From an optimization exercise on the open Yosys and OpenROAD flow, aimed at small area; shortcuts taken in it are not production practice.
Only simulation tests tie the RTL to the original design; equivalence was not proved.
Power is estimated from default activity; no workload was simulated.

<file path="constraint.sdc">
create_clock -name core_clock -period 10.0 [get_ports {clk_100}]
set_input_delay 2.0000 -clock core_clock [delete_from_list [all_inputs] [get_ports {clk_100}]]
set_output_delay 2.0000 -clock core_clock [all_outputs]
set_load 0.01 [all_outputs]
</file>
<file path="standard.sh">
#!/bin/bash
# synth_recipe.tcl (not shown) runs the flow's synth.tcl, then flattens the netlist and writes it again
# the make line also repeats each setting of config.mk as NAME=value (left out here)
make -C /OpenROAD-flow-scripts/flow DESIGN_CONFIG=/design/flow/config.mk WORK_HOME=/design/flow/orfs CLKGATE_MAP_FILE= SYNTH_SCRIPT=/design/flow/synth_recipe.tcl "${@:-finish}"
</file>
<file path="config.mk">
export PLATFORM = sky130hd
export DESIGN_NAME = flappybird
export DESIGN_NICKNAME = flappybird
export VERILOG_FILES = /design/flow/design.v
export SDC_FILE = /design/flow/constraint.sdc
export NUM_CORES = 4
export LEC_CHECK = 0
export CAP_MARGIN = 20
export CORE_MARGIN = 2
export CORE_UTILIZATION = 60
export PLACE_DENSITY = 0.75
export SLEW_MARGIN = 20
</file>
<file path="design.v">
module fb_mel_rom ( 
    x0, x1, x2, x3, x4, x5, x6, x7,
    z0, z1, z2, z3  );
  input  x0, x1, x2, x3, x4, x5, x6, x7;
  output z0, z1, z2, z3;
  wire new_n13, new_n14, new_n15, new_n16, new_n17, new_n18, new_n19,
    new_n20, new_n21, new_n22, new_n23, new_n24, new_n25, new_n26, new_n27,
    new_n28, new_n29, new_n30, new_n31, new_n32, new_n33, new_n34, new_n35,
    new_n36, new_n37, new_n38, new_n39, new_n40, new_n41, new_n42, new_n43,
    new_n44, new_n45, new_n46, new_n47, new_n48, new_n49, new_n50, new_n51,
    new_n52, new_n53, new_n54, new_n55, new_n56, new_n57, new_n58, new_n59,
    new_n60, new_n61, new_n62, new_n63, new_n64, new_n65, new_n66, new_n67,
    new_n68, new_n69, new_n70, new_n71, new_n72, new_n73, new_n74, new_n75,
    new_n76, new_n77, new_n78, new_n79, new_n80, new_n81, new_n82, new_n83,
    new_n84, new_n85, new_n86, new_n87, new_n88, new_n89, new_n90, new_n91,
    new_n92, new_n93, new_n94, new_n95, new_n96, new_n97, new_n98, new_n99,
    new_n100, new_n101, new_n102, new_n103, new_n104, new_n105, new_n106,
    new_n107, new_n108, new_n109, new_n110, new_n111, new_n112, new_n113,
    new_n114, new_n115, new_n116, new_n117, new_n118, new_n119, new_n120,
    new_n121, new_n122, new_n123, new_n124, new_n125, new_n126, new_n127,
    new_n128, new_n129, new_n130, new_n131, new_n132, new_n133, new_n134,
    new_n135, new_n136, new_n137, new_n138, new_n139, new_n140, new_n141,
    new_n142, new_n143, new_n144, new_n145, new_n146, new_n147, new_n148,
    new_n149, new_n150, new_n151, new_n152, new_n153, new_n154, new_n155,
    new_n156, new_n157, new_n158, new_n159, new_n160, new_n161, new_n162,
    new_n163, new_n164, new_n165, new_n166, new_n167, new_n168, new_n169,
    new_n170, new_n171, new_n172, new_n173, new_n174, new_n175, new_n176,
    new_n177, new_n178, new_n179, new_n180, new_n181, new_n182, new_n183,
    new_n184, new_n185, new_n186, new_n187, new_n188, new_n189, new_n190,
    new_n191, new_n192, new_n193, new_n194, new_n195, new_n196, new_n197,
    new_n198, new_n199, new_n200, new_n201, new_n202, new_n203, new_n204,
    new_n205, new_n206, new_n207, new_n208, new_n209, new_n210, new_n211,
    new_n212, new_n213, new_n214, new_n215, new_n216, new_n217, new_n218,
    new_n219, new_n220, new_n221, new_n222, new_n223, new_n224, new_n225,
    new_n226, new_n227, new_n228, new_n229, new_n230, new_n231, new_n232,
    new_n233, new_n234, new_n235, new_n236, new_n237, new_n238, new_n239,
    new_n240, new_n241, new_n242, new_n243, new_n244, new_n245, new_n246,
    new_n247, new_n248, new_n249, new_n250, new_n251, new_n252, new_n253,
    new_n254, new_n255, new_n256, new_n257, new_n258, new_n259, new_n260,
    new_n261, new_n262, new_n263, new_n264, new_n265, new_n266, new_n267,
    new_n268, new_n269, new_n270, new_n271, new_n272, new_n273, new_n274,
    new_n275, new_n276, new_n277, new_n278, new_n279, new_n280, new_n281,
    new_n282, new_n283, new_n284, new_n285, new_n286, new_n287, new_n288,
    new_n289, new_n290, new_n291, new_n292, new_n293, new_n294, new_n295,
    new_n296, new_n297, new_n298, new_n299, new_n300, new_n301, new_n302,
    new_n303, new_n304, new_n305, new_n306, new_n307, new_n308, new_n309,
    new_n310, new_n311, new_n312, new_n313, new_n314, new_n315, new_n316,
    new_n317, new_n318, new_n319, new_n320, new_n321, new_n322, new_n323,
    new_n324, new_n325, new_n326, new_n327, new_n328, new_n329, new_n330,
    new_n331, new_n332, new_n333, new_n334, new_n335, new_n336, new_n337,
    new_n338, new_n339, new_n340, new_n341, new_n342, new_n343, new_n344,
    new_n345, new_n346, new_n347, new_n348, new_n349, new_n350, new_n351,
    new_n352, new_n353, new_n354, new_n355, new_n356, new_n357, new_n358,
    new_n359, new_n360, new_n361, new_n362, new_n363, new_n364, new_n365,
    new_n366, new_n367, new_n368, new_n369, new_n370, new_n371, new_n372,
    new_n373, new_n374, new_n375, new_n376, new_n377, new_n378, new_n379,
    new_n380, new_n381, new_n382, new_n383, new_n384, new_n385, new_n386,
    new_n387, new_n388, new_n389, new_n390, new_n391, new_n392, new_n393,
    new_n394, new_n395, new_n396, new_n397, new_n398, new_n399, new_n400,
    new_n401, new_n402, new_n403, new_n404, new_n405, new_n406, new_n407,
    new_n408, new_n409, new_n410, new_n411, new_n412, new_n413, new_n414,
    new_n415, new_n416, new_n417, new_n418, new_n419, new_n420, new_n421,
    new_n422, new_n423, new_n424, new_n425, new_n426, new_n427, new_n428,
    new_n429, new_n430, new_n431, new_n432, new_n433, new_n434, new_n435,
    new_n436, new_n437, new_n438, new_n439, new_n440, new_n441, new_n442,
    new_n443, new_n444, new_n445, new_n446, new_n447, new_n448, new_n449,
    new_n450, new_n451, new_n452, new_n453, new_n454, new_n455, new_n456,
    new_n457, new_n458, new_n459, new_n460, new_n461, new_n462, new_n463,
    new_n464, new_n465, new_n466, new_n467, new_n468, new_n469, new_n470,
    new_n471, new_n472, new_n473, new_n474, new_n475, new_n476, new_n477,
    new_n478, new_n479, new_n480, new_n481, new_n482, new_n483, new_n484,
    new_n485, new_n486, new_n487, new_n488, new_n489, new_n490, new_n491,
    new_n492, new_n494, new_n495, new_n496, new_n497, new_n498, new_n499,
    new_n500, new_n501, new_n502, new_n503, new_n504, new_n506, new_n507,
    new_n508, new_n509, new_n510, new_n511;
  assign new_n13 = ~x1 & ~x3;
  assign new_n14 = ~x2 & x4;
  assign new_n15 = ~x7 & new_n14;
  assign new_n16 = x5 & new_n15;
  assign new_n17 = x5 & ~x7;
  assign new_n18 = new_n14 & new_n17;
  assign new_n19 = ~x0 & x5;
  assign new_n20 = x0 & ~x5;
  assign new_n21 = ~x6 & x7;
  assign new_n22 = ~new_n20 & new_n21;
  assign new_n23 = ~new_n19 & ~new_n22;
  assign new_n24 = x4 & ~new_n23;
  assign new_n25 = ~new_n19 & ~new_n21;
  assign new_n26 = x4 & ~new_n20;
  assign new_n27 = ~new_n25 & new_n26;
  assign new_n28 = ~new_n470 & ~new_n471;
  assign new_n29 = new_n13 & ~new_n28;
  assign new_n30 = ~x0 & ~x5;
  assign new_n31 = x1 & ~x3;
  assign new_n32 = ~x6 & new_n31;
  assign new_n33 = ~x4 & new_n32;
  assign new_n34 = new_n30 & new_n33;
  assign new_n35 = x6 & ~x7;
  assign new_n36 = ~new_n21 & ~new_n35;
  assign new_n37 = x1 & x3;
  assign new_n38 = ~x5 & new_n37;
  assign new_n39 = ~new_n36 & new_n38;
  assign new_n40 = new_n14 & new_n39;
  assign new_n41 = new_n14 & new_n38;
  assign new_n42 = ~new_n36 & new_n41;
  assign new_n43 = ~x2 & new_n37;
  assign new_n44 = x4 & ~x5;
  assign new_n45 = ~new_n36 & new_n44;
  assign new_n46 = new_n43 & new_n45;
  assign new_n47 = ~new_n34 & ~new_n472;
  assign new_n48 = ~x1 & x3;
  assign new_n49 = new_n30 & new_n48;
  assign new_n50 = ~x6 & ~x7;
  assign new_n51 = new_n49 & new_n50;
  assign new_n52 = x6 & x7;
  assign new_n53 = new_n37 & new_n52;
  assign new_n54 = ~x5 & new_n53;
  assign new_n55 = ~new_n51 & ~new_n54;
  assign new_n56 = ~x4 & ~new_n55;
  assign new_n57 = new_n47 & ~new_n56;
  assign new_n58 = x6 & new_n30;
  assign new_n59 = ~x2 & ~x4;
  assign new_n60 = new_n58 & new_n59;
  assign new_n61 = x3 & new_n60;
  assign new_n62 = x3 & new_n59;
  assign new_n63 = new_n58 & new_n62;
  assign new_n64 = x2 & x4;
  assign new_n65 = x6 & new_n64;
  assign new_n66 = ~x0 & new_n13;
  assign new_n67 = new_n65 & new_n66;
  assign new_n68 = ~new_n473 & ~new_n67;
  assign new_n69 = ~x5 & new_n59;
  assign new_n70 = ~new_n13 & ~new_n37;
  assign new_n71 = new_n69 & new_n70;
  assign new_n72 = new_n37 & new_n59;
  assign new_n73 = ~x0 & new_n72;
  assign new_n74 = ~x0 & new_n59;
  assign new_n75 = new_n37 & new_n74;
  assign new_n76 = x2 & ~x4;
  assign new_n77 = x5 & new_n48;
  assign new_n78 = new_n76 & new_n77;
  assign new_n79 = ~new_n474 & ~new_n78;
  assign new_n80 = ~new_n71 & new_n79;
  assign new_n81 = ~new_n71 & ~new_n78;
  assign new_n82 = ~new_n474 & new_n81;
  assign new_n83 = new_n35 & ~new_n475;
  assign new_n84 = new_n30 & new_n31;
  assign new_n85 = new_n19 & ~new_n36;
  assign new_n86 = new_n13 & new_n85;
  assign new_n87 = ~new_n84 & ~new_n86;
  assign new_n88 = ~x2 & ~new_n87;
  assign new_n89 = ~new_n83 & ~new_n88;
  assign new_n90 = new_n68 & new_n89;
  assign new_n91 = new_n57 & new_n90;
  assign new_n92 = x0 & x5;
  assign new_n93 = new_n14 & new_n31;
  assign new_n94 = x2 & new_n48;
  assign new_n95 = ~new_n93 & ~new_n94;
  assign new_n96 = new_n92 & ~new_n95;
  assign new_n97 = x6 & new_n96;
  assign new_n98 = x6 & new_n92;
  assign new_n99 = ~new_n95 & new_n98;
  assign new_n100 = new_n76 & new_n92;
  assign new_n101 = ~x1 & ~x7;
  assign new_n102 = ~new_n32 & ~new_n101;
  assign new_n103 = new_n100 & ~new_n102;
  assign new_n104 = x2 & new_n20;
  assign new_n105 = ~x4 & new_n104;
  assign new_n106 = new_n20 & new_n76;
  assign new_n107 = x1 & new_n21;
  assign new_n108 = ~new_n37 & ~new_n107;
  assign new_n109 = new_n477 & ~new_n108;
  assign new_n110 = ~new_n103 & ~new_n109;
  assign new_n111 = ~new_n476 & new_n110;
  assign new_n112 = ~x3 & ~x4;
  assign new_n113 = ~new_n43 & ~new_n112;
  assign new_n114 = new_n50 & new_n92;
  assign new_n115 = ~new_n113 & new_n114;
  assign new_n116 = ~x4 & new_n20;
  assign new_n117 = new_n19 & new_n76;
  assign new_n118 = ~new_n116 & ~new_n117;
  assign new_n119 = new_n37 & ~new_n118;
  assign new_n120 = new_n50 & new_n119;
  assign new_n121 = new_n37 & new_n50;
  assign new_n122 = ~new_n118 & new_n121;
  assign new_n123 = ~new_n115 & ~new_n478;
  assign new_n124 = new_n13 & new_n52;
  assign new_n125 = ~x2 & new_n20;
  assign new_n126 = new_n124 & new_n125;
  assign new_n127 = ~new_n69 & new_n118;
  assign new_n128 = new_n21 & ~new_n127;
  assign new_n129 = new_n48 & new_n128;
  assign new_n130 = new_n21 & new_n48;
  assign new_n131 = ~new_n127 & new_n130;
  assign new_n132 = ~new_n126 & ~new_n479;
  assign new_n133 = new_n123 & new_n132;
  assign new_n134 = new_n111 & new_n133;
  assign new_n135 = new_n91 & new_n134;
  assign new_n136 = ~new_n29 & new_n135;
  assign new_n137 = ~x4 & new_n51;
  assign new_n138 = ~x4 & new_n50;
  assign new_n139 = new_n49 & new_n138;
  assign new_n140 = ~x2 & new_n84;
  assign new_n141 = ~new_n480 & ~new_n140;
  assign new_n142 = ~x2 & new_n86;
  assign new_n143 = ~x2 & new_n13;
  assign new_n144 = new_n19 & new_n143;
  assign new_n145 = ~new_n36 & new_n144;
  assign new_n146 = ~new_n479 & ~new_n481;
  assign new_n147 = new_n141 & new_n146;
  assign new_n148 = ~new_n103 & ~new_n115;
  assign new_n149 = ~new_n472 & ~new_n109;
  assign new_n150 = new_n148 & new_n149;
  assign new_n151 = ~new_n29 & new_n150;
  assign new_n152 = new_n147 & new_n151;
  assign new_n153 = ~x4 & new_n53;
  assign new_n154 = ~x5 & new_n153;
  assign new_n155 = ~new_n67 & ~new_n126;
  assign new_n156 = ~new_n473 & new_n155;
  assign new_n157 = ~new_n154 & new_n156;
  assign new_n158 = ~new_n34 & ~new_n476;
  assign new_n159 = ~new_n478 & new_n158;
  assign new_n160 = ~new_n83 & new_n159;
  assign new_n161 = new_n157 & new_n160;
  assign new_n162 = new_n152 & new_n161;
  assign new_n163 = ~new_n473 & new_n141;
  assign new_n164 = ~new_n103 & new_n155;
  assign new_n165 = new_n163 & new_n164;
  assign new_n166 = ~new_n29 & ~new_n479;
  assign new_n167 = new_n165 & new_n166;
  assign new_n168 = ~new_n115 & ~new_n154;
  assign new_n169 = ~new_n109 & ~new_n481;
  assign new_n170 = new_n168 & new_n169;
  assign new_n171 = ~new_n476 & ~new_n478;
  assign new_n172 = new_n47 & new_n171;
  assign new_n173 = new_n170 & new_n172;
  assign new_n174 = ~new_n83 & new_n173;
  assign new_n175 = new_n167 & new_n174;
  assign new_n176 = new_n20 & new_n64;
  assign new_n177 = x7 & new_n176;
  assign new_n178 = ~x3 & ~x7;
  assign new_n179 = ~x6 & new_n178;
  assign new_n180 = ~x3 & new_n50;
  assign new_n181 = ~new_n124 & ~new_n483;
  assign new_n182 = ~new_n107 & new_n181;
  assign new_n183 = ~new_n107 & ~new_n483;
  assign new_n184 = ~new_n124 & new_n183;
  assign new_n185 = ~new_n107 & ~new_n124;
  assign new_n186 = ~new_n483 & new_n185;
  assign new_n187 = new_n117 & ~new_n484;
  assign new_n188 = new_n13 & new_n76;
  assign new_n189 = ~x5 & ~x6;
  assign new_n190 = x0 & new_n21;
  assign new_n191 = ~new_n189 & ~new_n190;
  assign new_n192 = ~x6 & ~new_n19;
  assign new_n193 = ~new_n17 & new_n192;
  assign new_n194 = new_n188 & new_n485;
  assign new_n195 = ~new_n187 & ~new_n194;
  assign new_n196 = ~new_n177 & new_n195;
  assign new_n197 = x4 & new_n92;
  assign new_n198 = x3 & new_n21;
  assign new_n199 = ~new_n124 & ~new_n198;
  assign new_n200 = new_n197 & ~new_n199;
  assign new_n201 = ~new_n66 & ~new_n77;
  assign new_n202 = x6 & ~new_n201;
  assign new_n203 = new_n20 & new_n35;
  assign new_n204 = ~x5 & new_n21;
  assign new_n205 = ~new_n203 & ~new_n204;
  assign new_n206 = ~x1 & ~new_n205;
  assign new_n207 = ~x0 & x6;
  assign new_n208 = ~x1 & ~x5;
  assign new_n209 = ~new_n207 & new_n208;
  assign new_n210 = ~new_n36 & new_n209;
  assign new_n211 = ~new_n202 & ~new_n486;
  assign new_n212 = new_n14 & ~new_n211;
  assign new_n213 = ~new_n200 & ~new_n212;
  assign new_n214 = x4 & new_n50;
  assign new_n215 = ~new_n64 & ~new_n214;
  assign new_n216 = new_n38 & ~new_n215;
  assign new_n217 = ~x2 & ~new_n50;
  assign new_n218 = new_n44 & ~new_n217;
  assign new_n219 = new_n37 & new_n218;
  assign new_n220 = new_n37 & new_n44;
  assign new_n221 = ~new_n217 & new_n220;
  assign new_n222 = new_n52 & new_n59;
  assign new_n223 = new_n50 & new_n64;
  assign new_n224 = ~new_n222 & ~new_n223;
  assign new_n225 = x3 & ~new_n224;
  assign new_n226 = ~new_n52 & ~new_n64;
  assign new_n227 = ~new_n50 & ~new_n59;
  assign new_n228 = x3 & ~new_n227;
  assign new_n229 = x3 & new_n50;
  assign new_n230 = ~new_n62 & ~new_n229;
  assign new_n231 = ~new_n226 & ~new_n488;
  assign new_n232 = ~new_n153 & ~new_n489;
  assign new_n233 = x5 & ~new_n232;
  assign new_n234 = ~new_n487 & ~new_n233;
  assign new_n235 = new_n213 & new_n234;
  assign new_n236 = new_n196 & new_n235;
  assign new_n237 = new_n20 & new_n50;
  assign new_n238 = new_n70 & new_n237;
  assign new_n239 = ~new_n14 & new_n19;
  assign new_n240 = ~new_n125 & ~new_n239;
  assign new_n241 = new_n32 & ~new_n240;
  assign new_n242 = new_n64 & new_n77;
  assign new_n243 = ~x2 & new_n49;
  assign new_n244 = ~new_n242 & ~new_n243;
  assign new_n245 = ~x6 & ~new_n244;
  assign new_n246 = ~new_n241 & ~new_n245;
  assign new_n247 = ~new_n238 & new_n246;
  assign new_n248 = x0 & ~x6;
  assign new_n249 = ~new_n20 & ~new_n248;
  assign new_n250 = x4 & ~new_n249;
  assign new_n251 = x5 & x6;
  assign new_n252 = x0 & x4;
  assign new_n253 = ~new_n251 & new_n252;
  assign new_n254 = new_n19 & new_n59;
  assign new_n255 = ~new_n490 & ~new_n254;
  assign new_n256 = new_n48 & ~new_n255;
  assign new_n257 = ~x4 & new_n19;
  assign new_n258 = ~new_n197 & ~new_n257;
  assign new_n259 = new_n37 & ~new_n258;
  assign new_n260 = ~new_n30 & ~new_n92;
  assign new_n261 = x2 & new_n31;
  assign new_n262 = ~new_n260 & new_n261;
  assign new_n263 = ~x1 & new_n477;
  assign new_n264 = ~new_n262 & ~new_n263;
  assign new_n265 = ~new_n259 & new_n264;
  assign new_n266 = x6 & ~new_n265;
  assign new_n267 = ~new_n256 & ~new_n266;
  assign new_n268 = new_n52 & new_n116;
  assign new_n269 = new_n31 & new_n268;
  assign new_n270 = new_n20 & new_n52;
  assign new_n271 = ~x4 & new_n31;
  assign new_n272 = new_n270 & new_n271;
  assign new_n273 = new_n31 & new_n52;
  assign new_n274 = new_n116 & new_n273;
  assign new_n275 = new_n30 & new_n50;
  assign new_n276 = x2 & ~new_n70;
  assign new_n277 = new_n275 & new_n276;
  assign new_n278 = x2 & new_n275;
  assign new_n279 = ~new_n70 & new_n278;
  assign new_n280 = x2 & new_n30;
  assign new_n281 = new_n50 & ~new_n70;
  assign new_n282 = new_n280 & new_n281;
  assign new_n283 = ~new_n491 & ~new_n492;
  assign new_n284 = new_n267 & new_n283;
  assign new_n285 = new_n247 & new_n284;
  assign new_n286 = new_n236 & new_n285;
  assign new_n287 = ~new_n200 & ~new_n238;
  assign new_n288 = ~new_n487 & new_n287;
  assign new_n289 = ~new_n245 & new_n288;
  assign new_n290 = ~new_n266 & new_n289;
  assign new_n291 = ~new_n212 & ~new_n233;
  assign new_n292 = ~new_n187 & ~new_n256;
  assign new_n293 = ~new_n241 & ~new_n492;
  assign new_n294 = ~new_n177 & ~new_n491;
  assign new_n295 = ~new_n194 & new_n294;
  assign new_n296 = new_n293 & new_n295;
  assign new_n297 = new_n292 & new_n296;
  assign new_n298 = new_n291 & new_n297;
  assign new_n299 = new_n290 & new_n298;
  assign new_n300 = ~new_n238 & ~new_n491;
  assign new_n301 = ~new_n177 & ~new_n487;
  assign new_n302 = new_n300 & new_n301;
  assign new_n303 = new_n293 & new_n302;
  assign new_n304 = ~new_n187 & ~new_n245;
  assign new_n305 = new_n303 & new_n304;
  assign new_n306 = ~new_n194 & ~new_n200;
  assign new_n307 = ~new_n256 & new_n306;
  assign new_n308 = ~new_n233 & new_n307;
  assign new_n309 = ~new_n212 & ~new_n266;
  assign new_n310 = new_n308 & new_n309;
  assign new_n311 = new_n305 & new_n310;
  assign new_n312 = x2 & new_n92;
  assign new_n313 = new_n52 & new_n312;
  assign new_n314 = ~new_n48 & ~new_n101;
  assign new_n315 = new_n100 & ~new_n314;
  assign new_n316 = x5 & ~new_n52;
  assign new_n317 = ~new_n270 & ~new_n316;
  assign new_n318 = new_n13 & ~new_n317;
  assign new_n319 = ~x5 & ~new_n52;
  assign new_n320 = ~new_n20 & new_n52;
  assign new_n321 = new_n13 & ~new_n320;
  assign new_n322 = ~new_n319 & new_n321;
  assign new_n323 = new_n30 & ~new_n50;
  assign new_n324 = ~new_n237 & ~new_n323;
  assign new_n325 = x1 & ~new_n324;
  assign new_n326 = ~new_n494 & ~new_n325;
  assign new_n327 = new_n14 & ~new_n326;
  assign new_n328 = x0 & new_n53;
  assign new_n329 = x1 & new_n92;
  assign new_n330 = x0 & x1;
  assign new_n331 = x5 & new_n330;
  assign new_n332 = new_n50 & new_n495;
  assign new_n333 = x1 & new_n114;
  assign new_n334 = ~new_n328 & ~new_n496;
  assign new_n335 = new_n59 & ~new_n334;
  assign new_n336 = new_n35 & new_n69;
  assign new_n337 = new_n31 & new_n336;
  assign new_n338 = new_n31 & new_n35;
  assign new_n339 = new_n69 & new_n338;
  assign new_n340 = ~new_n13 & new_n477;
  assign new_n341 = ~x6 & new_n340;
  assign new_n342 = ~x6 & ~new_n13;
  assign new_n343 = new_n477 & new_n342;
  assign new_n344 = ~new_n497 & ~new_n498;
  assign new_n345 = ~new_n335 & new_n344;
  assign new_n346 = ~new_n327 & new_n345;
  assign new_n347 = ~new_n315 & new_n346;
  assign new_n348 = ~new_n315 & ~new_n335;
  assign new_n349 = ~new_n498 & new_n348;
  assign new_n350 = ~new_n497 & new_n349;
  assign new_n351 = ~new_n315 & new_n344;
  assign new_n352 = ~new_n335 & new_n351;
  assign new_n353 = ~new_n327 & new_n499;
  assign new_n354 = new_n53 & new_n92;
  assign new_n355 = new_n500 & ~new_n354;
  assign new_n356 = ~new_n313 & new_n355;
  assign new_n357 = new_n58 & new_n188;
  assign new_n358 = new_n49 & new_n59;
  assign new_n359 = ~new_n357 & ~new_n358;
  assign new_n360 = new_n14 & new_n19;
  assign new_n361 = ~new_n70 & new_n360;
  assign new_n362 = new_n359 & ~new_n361;
  assign new_n363 = new_n356 & new_n362;
  assign new_n364 = new_n64 & new_n203;
  assign new_n365 = new_n35 & new_n176;
  assign new_n366 = x6 & new_n100;
  assign new_n367 = ~new_n501 & ~new_n366;
  assign new_n368 = ~x3 & ~new_n367;
  assign new_n369 = new_n33 & ~new_n260;
  assign new_n370 = ~new_n140 & ~new_n369;
  assign new_n371 = ~new_n368 & new_n370;
  assign new_n372 = x5 & new_n70;
  assign new_n373 = ~new_n330 & ~new_n372;
  assign new_n374 = new_n65 & ~new_n373;
  assign new_n375 = new_n37 & new_n64;
  assign new_n376 = x0 & new_n375;
  assign new_n377 = x3 & new_n64;
  assign new_n378 = new_n330 & new_n377;
  assign new_n379 = ~new_n107 & ~new_n229;
  assign new_n380 = new_n20 & ~new_n379;
  assign new_n381 = x2 & new_n380;
  assign new_n382 = new_n104 & ~new_n379;
  assign new_n383 = ~new_n502 & ~new_n503;
  assign new_n384 = ~new_n374 & new_n383;
  assign new_n385 = new_n371 & new_n384;
  assign new_n386 = new_n363 & new_n385;
  assign new_n387 = ~new_n313 & ~new_n357;
  assign new_n388 = ~new_n369 & new_n387;
  assign new_n389 = ~new_n354 & ~new_n361;
  assign new_n390 = ~new_n503 & new_n389;
  assign new_n391 = new_n388 & new_n390;
  assign new_n392 = ~new_n140 & ~new_n502;
  assign new_n393 = ~new_n358 & new_n392;
  assign new_n394 = ~new_n374 & new_n393;
  assign new_n395 = new_n391 & new_n394;
  assign new_n396 = ~new_n368 & new_n395;
  assign new_n397 = ~new_n361 & ~new_n502;
  assign new_n398 = new_n359 & new_n397;
  assign new_n399 = ~new_n140 & ~new_n313;
  assign new_n400 = ~new_n503 & new_n399;
  assign new_n401 = new_n398 & new_n400;
  assign new_n402 = ~new_n33 & ~new_n328;
  assign new_n403 = ~new_n260 & ~new_n402;
  assign new_n404 = ~new_n368 & ~new_n403;
  assign new_n405 = ~new_n374 & new_n404;
  assign new_n406 = new_n401 & new_n405;
  assign new_n407 = new_n500 & new_n504;
  assign new_n408 = ~new_n84 & new_n500;
  assign new_n409 = new_n53 & new_n197;
  assign new_n410 = ~new_n77 & ~new_n495;
  assign new_n411 = new_n65 & ~new_n410;
  assign new_n412 = ~new_n48 & ~new_n330;
  assign new_n413 = new_n64 & new_n251;
  assign new_n414 = ~new_n412 & new_n413;
  assign new_n415 = ~x1 & new_n313;
  assign new_n416 = ~new_n506 & ~new_n415;
  assign new_n417 = ~new_n409 & new_n416;
  assign new_n418 = new_n408 & new_n417;
  assign new_n419 = ~x1 & ~x6;
  assign new_n420 = ~new_n178 & ~new_n419;
  assign new_n421 = new_n176 & ~new_n420;
  assign new_n422 = ~x2 & new_n48;
  assign new_n423 = ~new_n261 & ~new_n422;
  assign new_n424 = ~x0 & ~new_n423;
  assign new_n425 = ~x5 & new_n64;
  assign new_n426 = ~x4 & new_n92;
  assign new_n427 = ~new_n425 & ~new_n426;
  assign new_n428 = new_n31 & ~new_n427;
  assign new_n429 = ~new_n64 & ~new_n92;
  assign new_n430 = x4 & x5;
  assign new_n431 = new_n31 & ~new_n430;
  assign new_n432 = ~new_n429 & new_n431;
  assign new_n433 = ~new_n424 & ~new_n507;
  assign new_n434 = ~new_n421 & new_n433;
  assign new_n435 = ~x5 & new_n32;
  assign new_n436 = x4 & new_n435;
  assign new_n437 = new_n32 & new_n44;
  assign new_n438 = new_n30 & new_n76;
  assign new_n439 = ~x3 & new_n438;
  assign new_n440 = ~x3 & new_n76;
  assign new_n441 = new_n30 & new_n440;
  assign new_n442 = new_n112 & new_n280;
  assign new_n443 = ~new_n508 & ~new_n509;
  assign new_n444 = ~new_n31 & new_n360;
  assign new_n445 = new_n443 & ~new_n444;
  assign new_n446 = new_n434 & new_n445;
  assign new_n447 = new_n418 & new_n446;
  assign new_n448 = ~new_n84 & ~new_n409;
  assign new_n449 = ~new_n506 & new_n448;
  assign new_n450 = ~new_n508 & ~new_n444;
  assign new_n451 = ~new_n421 & ~new_n509;
  assign new_n452 = new_n450 & new_n451;
  assign new_n453 = ~new_n415 & ~new_n507;
  assign new_n454 = new_n452 & new_n453;
  assign new_n455 = new_n449 & new_n454;
  assign new_n456 = ~new_n424 & new_n455;
  assign new_n457 = ~new_n84 & ~new_n506;
  assign new_n458 = new_n176 & new_n178;
  assign new_n459 = ~new_n409 & ~new_n458;
  assign new_n460 = new_n457 & new_n459;
  assign new_n461 = ~new_n424 & new_n460;
  assign new_n462 = ~x6 & new_n176;
  assign new_n463 = ~new_n313 & ~new_n462;
  assign new_n464 = ~x1 & ~new_n463;
  assign new_n465 = ~new_n507 & ~new_n444;
  assign new_n466 = new_n443 & new_n465;
  assign new_n467 = ~new_n464 & new_n466;
  assign new_n468 = new_n461 & new_n467;
  assign new_n469 = new_n500 & new_n510;
  assign new_n470 = new_n18 | new_n16;
  assign new_n471 = new_n27 | new_n24;
  assign new_n472 = new_n40 | new_n46 | new_n42;
  assign new_n473 = new_n63 | new_n61;
  assign new_n474 = new_n75 | new_n73;
  assign new_n475 = new_n82 | new_n80;
  assign new_n476 = new_n99 | new_n97;
  assign new_n477 = new_n106 | new_n105;
  assign new_n478 = new_n122 | new_n120;
  assign new_n479 = new_n131 | new_n129;
  assign new_n480 = new_n139 | new_n137;
  assign new_n481 = new_n145 | new_n142;
  assign new_n482 = new_n136 | new_n175 | new_n162;
  assign new_n483 = new_n180 | new_n179;
  assign new_n484 = new_n182 | new_n186 | new_n184;
  assign new_n485 = new_n193 | ~new_n191;
  assign new_n486 = new_n210 | new_n206;
  assign new_n487 = new_n216 | new_n221 | new_n219;
  assign new_n488 = new_n230 | ~new_n228;
  assign new_n489 = new_n231 | new_n225;
  assign new_n490 = new_n253 | new_n250;
  assign new_n491 = new_n269 | new_n274 | new_n272;
  assign new_n492 = new_n277 | new_n282 | new_n279;
  assign z1 = new_n286 | new_n311 | new_n299;
  assign new_n494 = new_n322 | new_n318;
  assign new_n495 = new_n331 | new_n329;
  assign new_n496 = new_n333 | new_n332;
  assign new_n497 = new_n339 | new_n337;
  assign new_n498 = new_n343 | new_n341;
  assign new_n499 = new_n352 | new_n350;
  assign new_n500 = new_n353 | new_n347;
  assign new_n501 = new_n365 | new_n364;
  assign new_n502 = new_n378 | new_n376;
  assign new_n503 = new_n382 | new_n381;
  assign new_n504 = new_n406 | new_n396;
  assign z2 = new_n407 | new_n386;
  assign new_n506 = new_n414 | new_n411;
  assign new_n507 = new_n432 | new_n428;
  assign new_n508 = new_n437 | new_n436;
  assign new_n509 = new_n439 | new_n442 | new_n441;
  assign new_n510 = new_n468 | new_n456;
  assign new_n511 = new_n469 | new_n447;
  assign z0 = ~new_n482;
  assign z3 = ~new_n511;
endmodule
module fb_tone_rom ( 
    x0, x1, x2, x3,
    z00, z01, z02, z03, z04, z05, z06, z07, z08, z09, z10, z11, z12, z13,
    z14, z15, z16  );
  input  x0, x1, x2, x3;
  output z00, z01, z02, z03, z04, z05, z06, z07, z08, z09, z10, z11, z12, z13,
    z14, z15, z16;
  wire new_n22, new_n23, new_n24, new_n25, new_n26, new_n27, new_n28,
    new_n29, new_n30, new_n31, new_n32, new_n33, new_n34, new_n35, new_n36,
    new_n37, new_n38, new_n39, new_n40, new_n41, new_n42, new_n43, new_n44,
    new_n45, new_n46, new_n47, new_n48, new_n49, new_n50, new_n51, new_n52,
    new_n53, new_n54, new_n55, new_n56, new_n57, new_n58, new_n59, new_n60,
    new_n61, new_n62, new_n63, new_n64, new_n65, new_n66, new_n67, new_n68,
    new_n69, new_n70, new_n71, new_n72, new_n73, new_n74, new_n75, new_n76,
    new_n77, new_n78, new_n79, new_n80, new_n81, new_n82, new_n83, new_n84,
    new_n86;
  assign new_n22 = ~x0 & ~x1;
  assign new_n23 = x2 & ~x3;
  assign new_n24 = ~new_n22 & new_n23;
  assign new_n25 = x3 & new_n22;
  assign new_n26 = ~x2 & x3;
  assign new_n27 = ~new_n25 & ~new_n26;
  assign new_n28 = ~new_n24 & new_n27;
  assign new_n29 = ~new_n24 & ~new_n26;
  assign new_n30 = ~new_n25 & new_n29;
  assign new_n31 = ~x0 & x1;
  assign new_n32 = x2 & new_n31;
  assign new_n33 = ~new_n26 & ~new_n32;
  assign new_n34 = ~x0 & x3;
  assign new_n35 = new_n33 & ~new_n34;
  assign new_n36 = ~x1 & new_n26;
  assign new_n37 = x0 & ~x1;
  assign new_n38 = new_n23 & ~new_n37;
  assign new_n39 = ~new_n36 & ~new_n38;
  assign new_n40 = new_n23 & new_n37;
  assign new_n41 = ~new_n32 & ~new_n40;
  assign new_n42 = new_n22 & new_n26;
  assign new_n43 = new_n41 & ~new_n42;
  assign new_n44 = new_n26 & ~new_n37;
  assign new_n45 = x3 & new_n31;
  assign new_n46 = x1 & new_n34;
  assign new_n47 = ~new_n44 & ~new_n80;
  assign new_n48 = x2 & new_n34;
  assign new_n49 = new_n26 & ~new_n31;
  assign new_n50 = ~new_n48 & ~new_n49;
  assign new_n51 = ~new_n40 & new_n50;
  assign new_n52 = x0 & x1;
  assign new_n53 = ~new_n22 & ~new_n52;
  assign new_n54 = new_n26 & ~new_n53;
  assign new_n55 = ~new_n31 & new_n44;
  assign new_n56 = ~new_n24 & ~new_n81;
  assign new_n57 = new_n41 & new_n50;
  assign new_n58 = new_n22 & new_n23;
  assign new_n59 = ~new_n36 & ~new_n58;
  assign new_n60 = ~new_n80 & new_n59;
  assign new_n61 = ~new_n36 & ~new_n80;
  assign new_n62 = ~new_n58 & new_n61;
  assign new_n63 = x3 & new_n32;
  assign new_n64 = x2 & new_n80;
  assign new_n65 = ~x1 & new_n23;
  assign new_n66 = ~new_n83 & ~new_n65;
  assign new_n67 = ~new_n42 & new_n66;
  assign new_n68 = ~new_n42 & ~new_n65;
  assign new_n69 = ~new_n83 & new_n68;
  assign new_n70 = ~new_n32 & ~new_n44;
  assign new_n71 = ~x0 & new_n26;
  assign new_n72 = ~x2 & new_n34;
  assign new_n73 = x0 & new_n23;
  assign new_n74 = new_n70 & ~new_n73;
  assign new_n75 = new_n23 & ~new_n53;
  assign new_n76 = ~new_n31 & new_n38;
  assign new_n77 = ~new_n44 & ~new_n86;
  assign new_n78 = new_n33 & ~new_n65;
  assign new_n79 = new_n30 | new_n28;
  assign new_n80 = new_n46 | new_n45;
  assign new_n81 = new_n55 | new_n54;
  assign new_n82 = new_n62 | new_n60;
  assign new_n83 = new_n64 | new_n63;
  assign new_n84 = new_n69 | new_n67;
  assign z13 = new_n72 | new_n71;
  assign new_n86 = new_n76 | new_n75;
  assign z00 = ~new_n79;
  assign z01 = ~new_n35;
  assign z02 = ~new_n39;
  assign z03 = ~new_n43;
  assign z04 = ~new_n43;
  assign z05 = ~new_n47;
  assign z06 = ~new_n51;
  assign z07 = ~new_n56;
  assign z08 = ~new_n57;
  assign z09 = ~new_n82;
  assign z10 = ~new_n84;
  assign z11 = ~new_n39;
  assign z12 = ~new_n70;
  assign z14 = ~new_n74;
  assign z15 = ~new_n77;
  assign z16 = ~new_n78;
endmodule
module flappybird(
  input  clk_100,
  input  rst,
  input  up,
  input  start,
  input  button,
  output wire audio,
  output wire [2:0] r,
  output wire [2:0] g,
  output wire [1:0] b,
  output wire hs,
  output wire vs,
  output wire [6:0] seven_seg,
  output wire [7:0] seg_select
);
  reg [11:0] m;
  always @(posedge clk_100)
    if (rst) m <= 12'd2;
    else     m <= m + 1'b1;
  wire ce     = (m[1:0] == 2'd3);         
  wire flyclk = (m[6:0] == 7'd63);        
  wire sjclk  = (m[2:0] == 3'd3);         
  wire diffck = (m == 12'd2047);          
  wire sclk_rise = (m[7:0] == 8'h81);     
  reg [4:0] hh;
  reg [9:0] vc;
  reg vsen;
  wire [9:0] hc = {hh, m[6:2]};
  wire hwrap = (hh == 5'd24) && (m[6:0] == 7'h7f);    
  always @(posedge clk_100)
    if (rst) begin
      hh <= 5'd0;
      vsen <= 1'b0;
      vc <= 10'd0;
    end else if (ce) begin
      if (m[6:2] == 5'd31) hh <= hwrap ? 5'd0 : hh + 1'b1;
      vsen <= hwrap;
      if (vsen) vc <= (vc == 10'd520) ? 10'd0 : vc + 1'b1;
    end
  assign hs = (hh >= 5'd3);               
  assign vs = (vc >= 10'd2);
  wire videoen = (hc >= 10'd144) && (hc < 10'd784) && (vc >= 10'd31) && (vc < 10'd511);
  reg [9:0] ub;         
  reg       firstup, strtgame;
  reg [9:0] rb;         
  reg [9:0] gap;        
  reg [2:0] spd;        
  reg [8:0] rnd_hi;     
  reg       success, first;
  wire [9:0] rnd = {rnd_hi, m[3] ^ m[2]};
  wire bird_low  = (ub >= 10'd479) && (ub <= 10'd992);    
  wire [9:0] ug  = ub - gap;
  wire coll_geom = (ug > 10'd119) && (ub < 10'd993);       
  wire in_pipe   = (rb >= 10'd201) && (rb <= 10'd280);    
  always @(posedge clk_100)
    if (rst) rnd_hi <= 9'd75;
    else if (sjclk) begin
      if (m[3]) rnd_hi <= rnd_hi + 1'b1;
      else if (rnd_hi == 9'd200) rnd_hi <= 9'd17;
    end
  always @(posedge clk_100)
    if (rst) spd <= 3'd0;
    else if (diffck && spd != 3'd7) spd <= spd + 1'b1;
  always @(posedge clk_100)
    if (rst) begin
      strtgame <= 1'b0;
      firstup <= 1'b1;
      ub <= 10'd150;
    end else if (flyclk) begin
      if (up) strtgame <= 1'b1;
      if (!strtgame) ub <= 10'd150;
      else if (up && ub > 10'd31) begin
        if (firstup) begin
          ub <= ub - 10'd80;
          firstup <= 1'b0;
        end else if (!bird_low) ub <= ub + 10'd15;
      end else if (!bird_low) begin
        ub <= ub + 10'd15;
        firstup <= 1'b1;
      end
    end
  always @(posedge clk_100)
    if (rst) begin
      rb <= 10'd850;
      gap <= 10'd50;
    end else if (flyclk) begin
      if (!strtgame) begin
        rb <= 10'd850;
        gap <= 10'd50;
      end else if (rb < 10'd140) begin
        rb <= 10'd850;
        gap <= rnd;
      end else
        rb <= rb - {6'd1, spd};
    end
  wire score = flyclk && in_pipe && !(coll_geom && start) && first && success;
  always @(posedge clk_100)
    if (rst) begin
      success <= 1'b1;
      first <= 1'b1;
    end else if (flyclk) begin
      if (in_pipe) begin
        if (coll_geom && start) success <= 1'b0;
        else if (first && success) first <= 1'b0;
      end else if (bird_low) success <= 1'b0;
      else first <= 1'b1;
    end
  wire [9:0] tb_ = vc - ub - 10'd1;
  wire bird_px = (tb_ < 10'd30) && (hc >= 10'd201) && (hc <= 10'd230);
  wire [9:0] tp_ = rb - hc - 10'd1;
  wire [9:0] tv_ = vc - gap;
  wire pipe_px = (tp_ <= 10'd48) && (tv_ > 10'd150);
  reg [1:0] col;
  always @(posedge clk_100)
    if (rst) col <= 2'd0;
    else if (ce) begin
      if (!videoen) col <= 2'd0;
      else if (start) begin
        if (!success || bird_px) col <= 2'd1;
        else if (pipe_px) col <= 2'd2;
        else col <= 2'd3;
      end
    end
  wire red = (col == 2'd1), grn = (col == 2'd2), bgc = (col == 2'd3);
  assign r = {3{red}};
  assign g = {grn, grn, col[1]};
  assign b = {2{bgc}};
  reg [3:0] n0, n1, n2, n3;
  always @(posedge clk_100)
    if (rst) begin
      n0 <= 4'd0; n1 <= 4'd0; n2 <= 4'd0; n3 <= 4'd0;
    end else if (score) begin
      if (n0 == 4'd9) begin
        n0 <= 4'd0;
        if (n1 == 4'd9) begin
          n1 <= 4'd0;
          if (n2 == 4'd9) begin
            n2 <= 4'd0;
            n3 <= (n3 == 4'd9) ? 4'd0 : n3 + 1'b1;
          end else n2 <= n2 + 1'b1;
        end else n1 <= n1 + 1'b1;
      end else n0 <= n0 + 1'b1;
    end
  wire [1:0] sh = m[9:8] - {1'b0, (m[7:0] < 8'd130)};
  reg [3:0] dig;        
  wire [1:0] shn = m[9:8];    
  always @(posedge clk_100)
    if (rst) dig <= 4'd15;
    else if (sclk_rise) begin
      case (shn)
        2'd0: dig <= n0;
        2'd1: dig <= n1;
        2'd2: dig <= n2;
        default: dig <= n3;
      endcase
    end
  wire [6:0] seg = (dig == 4'd0) ? 7'b0000001 :
                   (dig == 4'd1) ? 7'b1001111 :
                   (dig == 4'd2) ? 7'b0010010 :
                   (dig == 4'd3) ? 7'b0000110 :
                   (dig == 4'd4) ? 7'b1001100 :
                   (dig == 4'd5) ? 7'b0100100 :
                   (dig == 4'd6) ? 7'b0100000 :
                   (dig == 4'd7) ? 7'b0001111 :
                   (dig == 4'd8) ? 7'b0000000 :
                   (dig == 4'd9) ? 7'b0000100 : 7'b1111111;
  assign seven_seg = seg;
  wire shown = (dig != 4'd15);
  assign seg_select = {4'b1111, ~(shown && sh == 2'd3), ~(shown && sh == 2'd2),
                       ~(shown && sh == 2'd1), ~(shown && sh == 2'd0)};
  reg [11:0] nc;
  always @(posedge clk_100)
    if (rst) nc <= 12'hfff;
    else if (m[3:0] == 4'd1) nc <= (nc == 12'h4c5) ? 12'hfff : {nc[10:0], nc[11] ^ nc[10]};
  wire tick4 = (m[3:0] == 4'd9) && (nc == 12'h848);
  reg [7:0] nidx;
  localparam [7:0] NIDX_BEG = 8'd0, NIDX_END = 8'd246, NIDX_RST = 8'd254;
  always @(posedge clk_100)
    if (rst) nidx <= NIDX_RST;
    else if (tick4) nidx <= (nidx == NIDX_END) ? NIDX_BEG : nidx + 1'b1;
  wire [3:0] ncode;
  wire [16:0] nload;
fb_mel_rom mel_rom(nidx[7], nidx[6], nidx[5], nidx[4], nidx[3], nidx[2], nidx[1], nidx[0],
                     ncode[3], ncode[2], ncode[1], ncode[0]);
  fb_tone_rom tone_rom(ncode[3], ncode[2], ncode[1], ncode[0],
                       nload[16], nload[15], nload[14], nload[13], nload[12], nload[11], nload[10], nload[9], nload[8], nload[7],
                       nload[6], nload[5], nload[4], nload[3], nload[2], nload[1], nload[0]);
  reg [16:0] tc;
  reg audiof;
  always @(posedge clk_100)
    if (rst) begin
      tc <= 17'h1fff8;
      audiof <= 1'b0;
    end else if (tc == 17'h1fe0c) begin
      tc <= nload;
      audiof <= ~audiof;
    end else
      tc <= {tc[15:0], tc[16] ^ tc[13]};
  assign audio = button ? audiof : 1'b1;
endmodule
</file>
<file path="flow/abc_area.script">
strash
dc2
&get -n
&deepsyn -T 150
&put
dch -f
amap
mfs3 -a
topo
</file>
<file path="flow/run.sh">
#!/bin/bash
# Standard ORFS layout with three changes to how it is made:
#  - synthesis maps the logic for area: flow/abc_area.script replaces ABC's speed script, and
#    no half/full-adder cells are mapped (ADDER_MAP_FILE empty). The synthesis script, the
#    flip-flop mapping and hence the registers (names, cell types) are the standard ones.
#  - port buffers are buf_1 cells (every input and output port still gets its buffer);
#  - the clock tree uses clkbuf_4 cells and no dummy loads.
set -euo pipefail
rm -rf myscripts
cp -r "$FLOW_HOME/scripts" myscripts
cp flow/abc_area.script myscripts/abc_speed.script
bash standard.sh SCRIPTS_DIR="$PWD/myscripts" ADDER_MAP_FILE= synth > synth.log 2>&1
bash standard.sh "BUFFER_PORTS_ARGS=-buffer_cell sky130_fd_sc_hd__buf_1" \
  "CTS_ARGS=-sink_clustering_enable -repair_clock_nets -dont_use_dummy_load -buf_list sky130_fd_sc_hd__clkbuf_4 -sink_clustering_size 20 -sink_clustering_max_diameter 100" \
  > layout.log 2>&1
</file>
==> results.ini, run 1 <==
[status]
status = stopped before the end
stop_stage = synthesis
error_message = ERROR: ABC failed with status 6

[logic_synthesis]
yosys_warnings = 1

==> inputs of run 2 (changes only) <==
--- a/design.v
+++ b/design.v
@@ -724,8 +724,10 @@
   reg       success, first;
   wire [9:0] rnd = {rnd_hi, m[3] ^ m[2]};
   wire bird_low  = (ub >= 10'd479) && (ub <= 10'd992);    
-  wire [9:0] ug  = ub - gap;
-  wire coll_geom = (ug > 10'd119) && (ub < 10'd993);       
+  wire [9:0] tv_ = ((m[1:0] == 2'd2) ? ub : vc) - gap;
+  reg coll_geom;                                         
+  always @(posedge clk_100)
+    if (m[6:0] == 7'd62) coll_geom <= (tv_ > 10'd119) && (ub < 10'd993);
   wire in_pipe   = (rb >= 10'd201) && (rb <= 10'd280);    
   always @(posedge clk_100)
     if (rst) rnd_hi <= 9'd75;
@@ -783,7 +785,6 @@
   wire [9:0] tb_ = vc - ub - 10'd1;
   wire bird_px = (tb_ < 10'd30) && (hc >= 10'd201) && (hc <= 10'd230);
   wire [9:0] tp_ = rb - hc - 10'd1;
-  wire [9:0] tv_ = vc - gap;
   wire pipe_px = (tp_ <= 10'd48) && (tv_ > 10'd150);
   reg [1:0] col;
   always @(posedge clk_100)
==> flow/run.sh (replaced) <==
#!/bin/bash
# Standard ORFS layout with three changes to how it is made:
#  - synthesis maps the logic for area: flow/abc_area.script replaces ABC's speed script, and
#    no half/full-adder cells are mapped (ADDER_MAP_FILE empty). The synthesis script, the
#    flip-flop mapping and hence the registers (names, cell types) are the standard ones.
#    If ABC fails with that script, synthesis is rerun with flow/abc_area_safe.script.
#  - port buffers are buf_1 cells (every input and output port still gets its buffer);
#  - the clock tree uses clkbuf_4 cells and no dummy loads.
set -euo pipefail
rm -rf myscripts
cp -r "$FLOW_HOME/scripts" myscripts
cp flow/abc_area.script myscripts/abc_speed.script
if ! bash standard.sh SCRIPTS_DIR="$PWD/myscripts" ADDER_MAP_FILE= synth > synth.log 2>&1; then
  cp flow/abc_area_safe.script myscripts/abc_speed.script
  bash standard.sh SCRIPTS_DIR="$PWD/myscripts" ADDER_MAP_FILE= synth > synth_safe.log 2>&1
fi
bash standard.sh "BUFFER_PORTS_ARGS=-buffer_cell sky130_fd_sc_hd__buf_1" \
  "CTS_ARGS=-sink_clustering_enable -repair_clock_nets -dont_use_dummy_load -buf_list sky130_fd_sc_hd__clkbuf_4 -sink_clustering_size 20 -sink_clustering_max_diameter 100" \
  > layout.log 2>&1
==> flow/abc_area.script (replaced) <==
strash
dc2
&get -n
&deepsyn -T 150
&put
dch -f
amap
topo
==> flow/abc_area_safe.script (new file) <==
strash
dc2
dch -f
amap
topo
==> run 2 against run 1 <==
Now clean on timing, DRC and antenna.
==> results.ini, run 2 <==
[clock_tree]
root_buffer = clkbuf_4
numCtsBuffers = 17
clkLatencyLatePin_ps = 530
clockBufferDepth = 2
cts_hold_buf = 0
cts_tree = done
cts_resized = 0
cts_sinks = 135
postCtsSetupRepairBufs = 0
clk_pin_slew_ps = 110
h-tree-depth = 4

[logic_synthesis]
ys.flop_type = dfxtp_1
synth_top_area_share_pct = 37.0
syn-mean-instance-area_um2 = 7.10
yosysUniqueCellTypes = 50
yosys.area.top_type = dfxtp_1
yosys_warnings = 1  ; unchanged
yosysMostFrequentCell = nor2_1
synth_area_leaders = dfxtp_1 37%, nor2_1 11%, clkinv_1 8.0%, o21ai_0 5.0%, nand2_1 3.6%
synth_edf_count = 1
synth_common_cells = 217 x nor2_1, 154 x clkinv_1, 134 x dfxtp_1, 72 x o21ai_0, 70 x nand2_1
synthArstFlopShare_pct = 0
mappedNetlistArea_um2 = 7240
syn_inst = 1020
ys_seq_area_share_pct = 37.5
ys_seq_elements = 135

[sta]
skew_ps = 38.8
setup_viol = 0
tns_ps = 0
finalMaxSlewViolations = 0
relSlewSlack_pct = 32.1
period_needed_ps = 4570
rsz0062_at_grt = no
finalCritPeriodShare_pct = 45.7
fmax_ghz = 0.219
tightest_slew_ps = 1010
finalHoldViolations = 0

[cells_and_area]
layout.nets = 1065
layout_commonest_cell = nor2_1
regMostFlops = tc
syn2layout_area_growth_pct = 4.99
diodes = 0
largest_reg_flops = 17
drive_gt1_share_pct = 2.08
final_area_um2 = 7600
final_cell_mix = 217 x nor2_1, 154 x clkinv_1, 134 x dfxtp_1, 71 x o21ai_0, 70 x nand2_1
reg_top3 = tc (17), m (12), nc (12)

[critical_path]
cp_max_fo = 13
required_ps = 10400
worst-setup-path-type = register to register
worst_setup_path_start_kind = register
crit_arrival_ps = 4970
end_kind = register

[hold_path]
hold_path.class = register to register

[floorplanning]
die_y_um = 114
dieArea_um2 = 13000
core_um2 = 11900
rows = 40
start_util_pct = 60.8
die_w_um = 114
ios = 31

[place]
place_hpwl_mm = 14.1
place_area_um2 = 7480
gp_congestion = 1.03
numPortBuffers = 26

[drt]
routed_via_density = 6.14
avgRoutedWirePerCell_um = 15.4
ant_nets = 0
vias = 7401
drtIter0Drc = 615
drcViolationCount = 0
drt_wl_total_mm = 18.6
drt_first_pass_iters = 8

[pwr]
power_leakage_uw = 0.00258
p_per_area_nw_per_um2 = 110
ir_worst_vdd_mv = 0.0711

[status]
status = complete, no violations

[global_routing]
grt_pass1_vias = 6700
grt_overflow_total = 0
grt_pass1_wl_mm = 31.0
grt_antenna_before_repair = 0
grt_max_degree = 39
grt_use_total_pct = 29.6

[run]
maxCapViolations = 0

==> run 2: logic make-up (layout without fill, tap and decap cells) <==
group | count (synthesis) | count (layout) | synth area share (%)
other | 1 | 4 | 0.0518
AOI/OAI and AO/OA | 300 | 300 | 27.8
DFF | 135 | 135 | 37.5
and+or+nand+nor | 418 | 418 | 25.4
buffers and inverters | 166 | 201 | 9.23
==> run 2: final cells by class <==
type                    instances  area [µm²]
multi-input cells             722        3870
clock buffers                  17         128
fillers                      1156        4310
inverters                     154         578
repair buffers                 30         129
flip-flops and latches        135        2710
well taps                     147         184
==> run 2: metrics by stage <==
step	utilization [%]	instances	power [µW]	hold slack [ps]	setup WS (ps)
after CTS	63.8	1205	844	468	5470
after global routing	63.8	1205	870	489	4830
after floorplan	-	1023	594	401	5760
after detailed placement	62.8	1188	608	440	5210
after global placement	62.8	1188	607	433	5390
final	63.8	1205	835	463	5430
==> run 2: worst paths after layout <==
path / startpoint / to / slack, ps / depth (start not counted)
setup reg to reg: nidx[3]$_SDFFE_PP1P_ / tc[10]$_SDFF_PP1_ / 5430 / 20
hold reg to reg: m[0]$_SDFF_PP0_ / m[0]$_SDFF_PP0_ / 460 / 1
setup / recovery: nidx[3]$_SDFFE_PP1P_ / tc[10]$_SDFF_PP1_ / 5430 / 20
hold / removal: m[0]$_SDFF_PP0_ / m[0]$_SDFF_PP0_ / 460 / 1
==> run 2: worst max-delay path, cell delays in order, from the launching register on <==
cell and delay [ps]:
dfxtp_1 660, clkinv_1 490, nor2_1 270, clkinv_1 130, nor2_1 210, nor4_1 70, a21oi_1 120, o21ai_0 180
nor2_1 130, nor2_1 50, a311oi_1 390, nor3b_1 290, o21bai_1 140, o2111ai_1 150, nor2_1 230, clkinv_1 150
a21oi_1 190, nor2_1 80, o221ai_1 200, nor2b_1 200, o21ai_0 110
==> run 2: per-layer routing <==
| layer | routed length, µm | part of all wire [%] | track usage, % |
|---|---|---|---|
| met4 | 629 | 3.4 | 13.6 |
| met5 | 0 | 0 | 0 |
| met1 | 8090 | 43 | 37.2 |
| met3 | 1220 | 6.5 | 6.54 |
| met2 | 8680 | 47 | 48.8 |
==> run 2: where the power goes <==
part	internal [µW]	leakage, µW	switching (µW)
logic	15.4	0.00141	36.3
registers	542	0.00109	2.39
clock network	77.7	0.0000782	161
total	635	0.00258	200
==> inputs of run 3 (changes only) <==
--- a/design.v
+++ b/design.v
@@ -718,11 +718,11 @@
   reg [9:0] ub;         
   reg       firstup, strtgame;
   reg [9:0] rb;         
-  reg [9:0] gap;        
+  reg [8:0] gap_hi;     
+  wire [9:0] gap = {gap_hi, 1'b0};
   reg [2:0] spd;        
   reg [8:0] rnd_hi;     
   reg       success, first;
-  wire [9:0] rnd = {rnd_hi, m[3] ^ m[2]};
   wire bird_low  = (ub >= 10'd479) && (ub <= 10'd992);    
   wire [9:0] tv_ = ((m[1:0] == 2'd2) ? ub : vc) - gap;
   reg coll_geom;                                         
@@ -759,14 +759,14 @@
   always @(posedge clk_100)
     if (rst) begin
       rb <= 10'd850;
-      gap <= 10'd50;
+      gap_hi <= 9'd25;
     end else if (flyclk) begin
       if (!strtgame) begin
         rb <= 10'd850;
-        gap <= 10'd50;
+        gap_hi <= 9'd25;
       end else if (rb < 10'd140) begin
         rb <= 10'd850;
-        gap <= rnd;
+        gap_hi <= rnd_hi;
       end else
         rb <= rb - {6'd1, spd};
     end
--- a/flow/run.sh
+++ b/flow/run.sh
@@ -5,7 +5,7 @@
 #    flip-flop mapping and hence the registers (names, cell types) are the standard ones.
 #    If ABC fails with that script, synthesis is rerun with flow/abc_area_safe.script.
 #  - port buffers are buf_1 cells (every input and output port still gets its buffer);
-#  - the clock tree uses clkbuf_4 cells and no dummy loads.
+#  - the clock tree uses clkbuf_8 cells and no dummy loads.
 set -euo pipefail
 rm -rf myscripts
 cp -r "$FLOW_HOME/scripts" myscripts
@@ -15,5 +15,5 @@
   bash standard.sh SCRIPTS_DIR="$PWD/myscripts" ADDER_MAP_FILE= synth > synth_safe.log 2>&1
 fi
 bash standard.sh "BUFFER_PORTS_ARGS=-buffer_cell sky130_fd_sc_hd__buf_1" \
-  "CTS_ARGS=-sink_clustering_enable -repair_clock_nets -dont_use_dummy_load -buf_list sky130_fd_sc_hd__clkbuf_4 -sink_clustering_size 20 -sink_clustering_max_diameter 100" \
+  "CTS_ARGS=-sink_clustering_enable -repair_clock_nets -dont_use_dummy_load -buf_list sky130_fd_sc_hd__clkbuf_8" \
   > layout.log 2>&1
==> flow/abc_area.script (replaced) <==
strash
dc2
&get -n
&deepsyn -T 300
&put
dch -f
amap
topo
==> run 3 against run 2 <==
Synthesized cell count fell by 1.2%. Count of clock-buffer cells in the layout unchanged. Combinational power shrank 7.6%. Fmax fell by 8.6%. Worst setup slack worse by 430 ps. Critical path type unchanged. Critical endpoint is now col[0]$_SDFFE_PP0P_. Largest power group unchanged.
==> results.ini, run 3 <==
[status]
status = complete, no violations

[drt]
routed_via_density = 6.12  ; -0.38%
ant_nets = 0  ; unchanged
drcViolationCount = 0  ; unchanged
drt_first_pass_iters = 8  ; unchanged
drt_wl_total_mm = 18.6  ; -0.20%
drtIter0Drc = 857  ; +39%
avgRoutedWirePerCell_um = 15.6  ; +1.2%
vias = 7269  ; -1.8%

[logic_synthesis]
synth_area_leaders = dfxtp_1 37%, nor2_1 12%, clkinv_1 7.1%, o21ai_0 4.9%, nand2_1 4.1%
ys_seq_elements = 134  ; -0.74%
yosysUniqueCellTypes = 52  ; +4.0%
ys.flop_type = dfxtp_1
yosys.area.top_type = dfxtp_1
synth_edf_count = 1  ; unchanged
mappedNetlistArea_um2 = 7100  ; -1.9%
syn_inst = 1008  ; -1.2%
yosysMostFrequentCell = nor2_1
synth_common_cells = 232 x nor2_1, 134 x clkinv_1, 133 x dfxtp_1, 77 x nand2_1, 69 x o21ai_0
synthArstFlopShare_pct = 0  ; unchanged
yosys_warnings = 1  ; unchanged
ys_seq_area_share_pct = 37.9  ; +0.45 points
synth_top_area_share_pct = 37.5  ; +0.44 points
syn-mean-instance-area_um2 = 7.05  ; -0.75%

[cells_and_area]
layout.nets = 1052  ; -1.2%
drive_gt1_share_pct = 2.01  ; -0.070 points
regMostFlops = tc
diodes = 0  ; unchanged
reg_top3 = tc (17), m (12), nc (12)
final_cell_mix = 232 x nor2_1, 134 x clkinv_1, 133 x dfxtp_1, 77 x nand2_1, 68 x o21ai_0
syn2layout_area_growth_pct = 6.41
final_area_um2 = 7560  ; -0.59%
fin_util_pct = 65.9  ; +2.1 points
layout_commonest_cell = nor2_1
largest_reg_flops = 17  ; unchanged

[pwr]
ir_worst_vdd_mv = 0.130  ; +83%
p_per_area_nw_per_um2 = 121  ; +10%
power_leakage_uw = 0.00255  ; -1.3%

[sta]
hold_ws_ps = 448  ; -14.9 ps
relSlewSlack_pct = 30.6  ; -1.5 points
period_needed_ps = 5000  ; +431 ps
finalCritPeriodShare_pct = 50.0  ; +4.3 points
setup_viol = 0  ; unchanged
tightest_slew_ps = 1030  ; +22.4 ps
fmax_ghz = 0.200  ; -8.6%
tns_ps = 0  ; unchanged
finalHoldViolations = 0  ; unchanged
fin_ws_ps = 5000  ; -431 ps
skew_ps = 23.5  ; -15.3 ps
rsz0062_at_grt = no
finalMaxSlewViolations = 0  ; unchanged

[clock_tree]
numCtsBuffers = 17  ; unchanged
postCtsSetupRepairBufs = 0  ; unchanged
clk_pin_slew_ps = 70  ; -40 ps
clockBufferDepth = 2  ; unchanged
clkLatencyLatePin_ps = 460  ; -70 ps
cts_hold_buf = 0  ; unchanged
cts_tree = done
root_buffer = clkbuf_8
h-tree-depth = 4  ; unchanged
cts_sinks = 134  ; -0.74%
cts_resized = 0  ; unchanged

[floorplanning]
die_w_um = 113  ; -0.93%
rows = 39  ; -2.5%
die_y_um = 113  ; -0.93%
ios = 31  ; unchanged
start_util_pct = 61.9  ; +1.1 points
dieArea_um2 = 12700  ; -1.9%
core_um2 = 11500  ; -3.7%

[place]
gp_congestion = 0.986  ; -4.7%
place_area_um2 = 7320  ; -2.0%
dp_slack_ps = 5080  ; -126 ps
numPortBuffers = 26  ; unchanged
place_hpwl_mm = 13.8  ; -2.3%

[critical_path]
worst_setup_path_start_kind = register
r2r-start = m[1]$_SDFF_PP1_
end_kind = register
required_ps = 10320  ; -80 ps
r2r_slack_ps = 5000  ; -430 ps
cp_max_fo = 11  ; -2
worst-setup-path-type = register to register
crit_arrival_ps = 5320  ; +350 ps
ff2ff_path_depth = 21  ; +5.0%
rr_endpoint = col[0]$_SDFFE_PP0P_
cp-startpoint = m[1]$_SDFF_PP1_
cp-endpoint = col[0]$_SDFFE_PP0P_

[global_routing]
grt_antenna_before_repair = 0  ; unchanged
grt_pass1_wl_mm = 31.0  ; about the same
grt_max_degree = 40  ; +2.6%
grt_use_total_pct = 30.0  ; +0.35 points
grt_overflow_total = 0  ; unchanged
grt_pass1_vias = 6727  ; +0.40%

[hold_path]
hold_path.class = register to register

[run]
maxCapViolations = 0  ; unchanged

run 3: changes by cell type after synthesis, moves of 6 or more:
cell,before,now
clkinv_1,154,134
nor2_1,217,232
a21oi_1,47,55
nand2_1,70,77
o221ai_1,10,4
or3_1,12,6
run 3: final cells by class:
class | instances | area, µm²
timing repair buffer | 29 | 121
tap | 143 | 179
multi-input combinational | 731 | 3830
fill | 1024 | 3910
inverter | 134 | 503
clock buffer | 17 | 234
sequential | 134 | 2690
run 3: logic make-up (layout without fill, tap and decap cells):
group	after synthesis	after routing	share of synthesized area [%]
AOI/OAI and AO/OA	287	287	26.6
buffers and inverters	146	180	8.35
DFF	134	134	37.9
other	1	4	0.0528
and+or+nand+nor	440	440	27.1
run 3: report_power, final:
| group | switching [µW] | internal (µW) | leakage, µW |
|---|---|---|---|
| clock network | 178 | 149 | 0.000122 |
| logic | 33.2 | 14.5 | 0.00134 |
| registers | 1.68 | 537 | 0.00108 |
| total | 212 | 701 | 0.00255 |
run 3: routing by layer:
layer | global-route usage, % | wire length, µm | part of all wire [%] | vias to the layer above
li1 | - | - | - | 3655
met4 | 14.6 | 609 | 3.3 | 0
met3 | 6.43 | 1150 | 6.2 | 66
met5 | 0 | 0 | 0 | -
met1 | 38.2 | 8270 | 44 | 3264
met2 | 48.3 | 8560 | 46 | 284
run 3: how the worst min path moves through the flow:
stage | endpoint | slack (ps) | from | cells after the start
2_1_floorplan | tc[9]$_SDFF_PP1_ | 410 | tc[8]$_SDFF_PP1_ | 1
3_3_place_gp | tc[5]$_SDFF_PP1_ | 420 | tc[4]$_SDFF_PP1_ | 1
5_1_grt | tc[5]$_SDFF_PP1_ | 470 | tc[4]$_SDFF_PP1_ | 1
3_5_place_dp | tc[5]$_SDFF_PP1_ | 430 | tc[4]$_SDFF_PP1_ | 1
6_report | tc[5]$_SDFF_PP1_ | 450 | tc[4]$_SDFF_PP1_ | 1
4_1_cts | m[0]$_SDFF_PP0_ | 450 | m[0]$_SDFF_PP0_ | 1
run 3: metrics by stage:
stage	instances	power [µW]
final	1188	913
after global routing	1188	947
after CTS	1188	919
after detailed placement	1171	598
after global placement	1171	597
after floorplan	1011	583
run 3: worst max-delay path, cell delays in order, from the launching register on:
cell,delay [ps]
dfxtp_1,340
clkinv_1,120
nor2_1,480
clkinv_1,510
o22ai_1,350
nor2_1,100
a21oi_1,200
nor2b_1,280
o21ai_0,160
nor2b_1,170
nand2_1,70
o21ai_0,100
nand2_1,80
o21ai_0,120
nor2b_1,170
nor2_1,110
o21ai_0,110
o21bai_1,180
a2111oi_0,820
o22a_1,210
nor2_1,40
o21bai_1,170

## static timing again, ports no longer ideal
The results above use ideal ports. As a check the final layouts listed here were re-extracted and re-timed, cells and wires unchanged. Step 1: set_driving_cell puts a clkbuf_16 on clk_100 and a buf_2 on each other input, an assumption about the parent block. Step 2 also shifts input and output timing later by t, the mid clock arrival at the registers, as if the neighbouring blocks saw the same clock. Slacks: ideal / step 1 / step 2; pairs: ideal / step 1.
run | shift t [ns] | setup slack, ns | worst slew at a driven data input, ns
run 2 | 0.540 | 5.430 / 5.430 / 5.144 | 0.03
run 3 | 0.478 | 5.000 / 5.000 / 5.000 | 0.05
After both steps every run listed still meets setup and hold. For run 2, which loses most, drivers alone change the setup slack by 0.000 ns; drivers and shift together by -0.286 ns.
